From an optimization exercise on the open Yosys and OpenROAD flow, aimed at small area and a short achievable clock period; shortcuts taken in it are not production practice. RTL that was checked went through simulation tests only; none was proved equivalent to the original. No activity file was given, so power comes from the tool's default toggle rates.

Design iir_filter_threefold, start of the top module:
module iir_filter_threefold(clk,rst,x,y);
input clk;
input rst;
input [19:0] x;
output reg [19:0] y;
reg pa, pb, pc;
reg [19:0] ob;           
reg [19:1] v;            
reg [17:0] h2, h3, h4;   
reg [16:0] h5;           
wire [19:0] sum = {v, 1'b0} + ob;
always @(posedge clk) begin
  if (rst) begin
    pa <= 1'b0; pb <= 1'b0; pc <= 1'b0;
    ob <= 20'd0;
    v  <= 19'd0;
    y  <= 20'd0;
    h2 <= 18'd0; h3 <= 18'd0; h4 <= 18'd0;
    h5 <= 17'd0;
  end else begin
    pa <= pc | ~(pa | pb | pc);
    pb <= pa;
    pc <= pb;
    ob <= ({20{pc}} & {h3, 2'b00})
        | ({20{pa}} & {y[18:0], 1'b0})
        | ({20{pb}} & x);
    if (pc) begin
      y  <= sum;
      h2 <= y[17:0];
      h3 <= h2;
      h4 <= h3;
      h5 <= h4[16:0];
      v  <= {h5, 2'b00};
    end else begin
      v  <= sum[19:1];
    end
  end
end
endmodule
Size in the first run: about 130 flip-flops, ~42 I/O pins.
clock: 6.0 ns
lec_check: 0
cap_margin: 20
core_margin: 2
core_utilization: 40
slew_margin: 20
run.sh (not shown) runs the stock make flow with config.mk's settings and CLKGATE_MAP_FILE= SYNTH_SCRIPT=/design/flow/synth_recipe.tcl, a recipe that flattens the netlist after the stock synthesis.
==> next run, changes <==
==> flow/flow/run.sh (new file) <==
#!/bin/bash
# Own layout flow: the standard ORFS flow (standard synthesis unchanged),
# with plain buf_1 port buffers and resizing not tied to cell footprints.
set -euo pipefail
bash standard.sh \
  "BUFFER_PORTS_ARGS=-buffer_cell sky130_fd_sc_hd__buf_1" \
  "MATCH_CELL_FOOTPRINT=0" \
  finish > flow_make.log 2>&1
==> flow/standard.sh (new file) <==
#!/bin/bash
# synth_recipe.tcl (not shown) runs the flow's synth.tcl, then flattens the netlist and writes it again
# the make line also repeats each setting of config.mk as NAME=value (left out here)
make -C /OpenROAD-flow-scripts/flow DESIGN_CONFIG=/design/flow/config.mk WORK_HOME=/design/flow/orfs CLKGATE_MAP_FILE= SYNTH_SCRIPT=/design/flow/synth_recipe.tcl "${@:-finish}"
Settings changed: ABC_AREA set to 1, SETUP_SLACK_MARGIN set to 3.8.
removed: flow/run.sh
Effect:
- via count rises by 1.5%
- maximum frequency rises by 26%
- utilization rises by 0.68 points
- area after synthesis falls by 6.0%
- sequential power falls by about 0.9%
- die area falls by 5.8%


Another version of the RTL of iir_filter_threefold (not shown whole).
For scale: about 750 cells after synthesis, roughly 130 flip-flops, ~42 I/O pins, roughly 0.0057 mm^2 of cells after synthesis.
==> flow/design.v (excerpt) <==
module iir_filter_threefold(clk,rst,x,y);
input clk;
input rst;
input [19:0] x;
output reg [19:0] y;
reg rr;
reg pa, pb, pc;
reg [19:0] ob;           
reg [19:1] v;            
reg [17:0] h2, h3, h4;   
reg [16:0] h5;           
wire [19:1] pa0 = v ^ ob[19:1];
wire [19:1] ga0 = v & ob[19:1];
wire [19:1] gl [0:5];
wire [19:1] pl [0:5];
assign gl[0] = ga0;
assign pl[0] = pa0;
genvar gi, gk;
generate
  for (gk = 0; gk < 5; gk = gk + 1) begin : lvl
    for (gi = 1; gi <= 19; gi = gi + 1) begin : bitn
      if (gi - (1 << gk) >= 1) begin : comb
        assign gl[gk+1][gi] = gl[gk][gi] | (pl[gk][gi] & gl[gk][gi - (1 << gk)]);
        assign pl[gk+1][gi] = pl[gk][gi] & pl[gk][gi - (1 << gk)];
      end else begin : pass
        assign gl[gk+1][gi] = gl[gk][gi];
        assign pl[gk+1][gi] = pl[gk][gi];
      end
    end
  end
endgenerate
wire [19:1] cin = {gl[5][18:1], 1'b0};
wire [19:0] sum = {pa0 ^ cin, ob[0]};
always @(posedge clk) begin
  rr <= rst;
  if (rst)
    y <= 20'd0;
  else if (pc & ~rr)
    y <= sum;
  if (rr) begin
    pa <= 1'b1; pb <= 1'b0; pc <= 1'b0;
    ob <= 20'd0;
    v  <= 19'd0;
    h2 <= 18'd0; h3 <= 18'd0; h4 <= 18'd0;
    h5 <= 17'd0;
  end else begin
    pa <= pc;
    pb <= pa;
    pc <= pb;
    ob <= ({20{pc}} & {h3, 2'b00})
        | ({20{pa}} & {y[18:0], 1'b0})
        | ({20{pb}} & x);
    if (pc) begin
      h2 <= y[17:0];
      h3 <= h2;
      h4 <= h3;
      h5 <= h4[16:0];
      v  <= {h5, 2'b00};
    end else begin
      v  <= sum[19:1];
    end
  end
end
endmodule
Settings: LEC_CHECK=0, ABC_AREA=1, CAP_MARGIN=20, CORE_MARGIN=2, CORE_UTILIZATION=40, SETUP_SLACK_MARGIN=4.0, SLEW_MARGIN=20; clock period 6.0 ns.
standard.sh (not shown) runs the stock make flow with config.mk's settings and CLKGATE_MAP_FILE= SYNTH_SCRIPT=/design/flow/synth_recipe.tcl, a recipe that flattens the netlist after the stock synthesis.
==> flow/flow/run.sh <==
#!/bin/bash
# Own layout flow: the standard ORFS flow (standard synthesis unchanged), with
#  - plain buf_1 port buffers (resized later as timing needs),
#  - resizing not tied to cell footprints,
#  - a clock tree of clkbuf_4 leaf buffers under a clkbuf_16 root, without dummy loads.
set -euo pipefail
bash standard.sh \
  "BUFFER_PORTS_ARGS=-buffer_cell sky130_fd_sc_hd__buf_1" \
  "MATCH_CELL_FOOTPRINT=0" \
  "CTS_ARGS=-sink_clustering_enable -repair_clock_nets -dont_use_dummy_load -buf_list sky130_fd_sc_hd__clkbuf_4 -root_buf sky130_fd_sc_hd__clkbuf_16" \
  finish > flow_make.log 2>&1
Change:
==> flow/flow/run.sh (replaced) <==
#!/bin/bash
# Own layout flow: the standard ORFS flow (standard synthesis unchanged),
# with plain buf_1 port buffers and resizing not tied to cell footprints.
set -euo pipefail
bash standard.sh \
  "BUFFER_PORTS_ARGS=-buffer_cell sky130_fd_sc_hd__buf_1" \
  "MATCH_CELL_FOOTPRINT=0" \
  finish > flow_make.log 2>&1
--- a/flow/config.mk
+++ b/flow/config.mk
@@ -12 +12 @@
-export SETUP_SLACK_MARGIN = 4.0
+export SETUP_SLACK_MARGIN = 3.9
After rerunning: Final cell count rose by 1.0%. Sequential share of layout area drops by 1.8 points. Critical path depth does not change.
Function was not checked in any run of this note: the RTL went through the layout flow alone.

-- separate check: timing with driven ports --
The results above use ideal ports. As a check the final layouts listed here were re-extracted and re-timed, cells and wires unchanged. Step 1 sets driving cells, clkbuf_16 on the clock port and buf_2 on the other inputs (assumed; they add their load-dependent delay and slew). Step 2, shift: input delay + t, output delay - t, t = (earliest + latest rising clock arrival at the registers) / 2. This alone moves slack from input paths to output paths. Three values: ideal, step 1, step 2; two values: the first two.
run	t (ns)	setup WS [ns]	latest minus earliest clock arrival (ns)
the first run of note 1	0.453	3.279 / 3.279 / 2.876	0.006 / 0.006
the second run of note 1	0.448	3.834 / 3.792 / 3.452	0.008 / 0.008
the first run of note 2	0.374	3.961 / 3.923 / 3.980	0.035 / 0.035
the second run of note 2	0.439	3.930 / 3.890 / 3.947	0.011 / 0.010
After both steps every run listed still meets setup and hold. The setup slack of the first run of note 1, which loses most, moves by 0.000 ns with the drivers and by -0.403 ns with both steps.
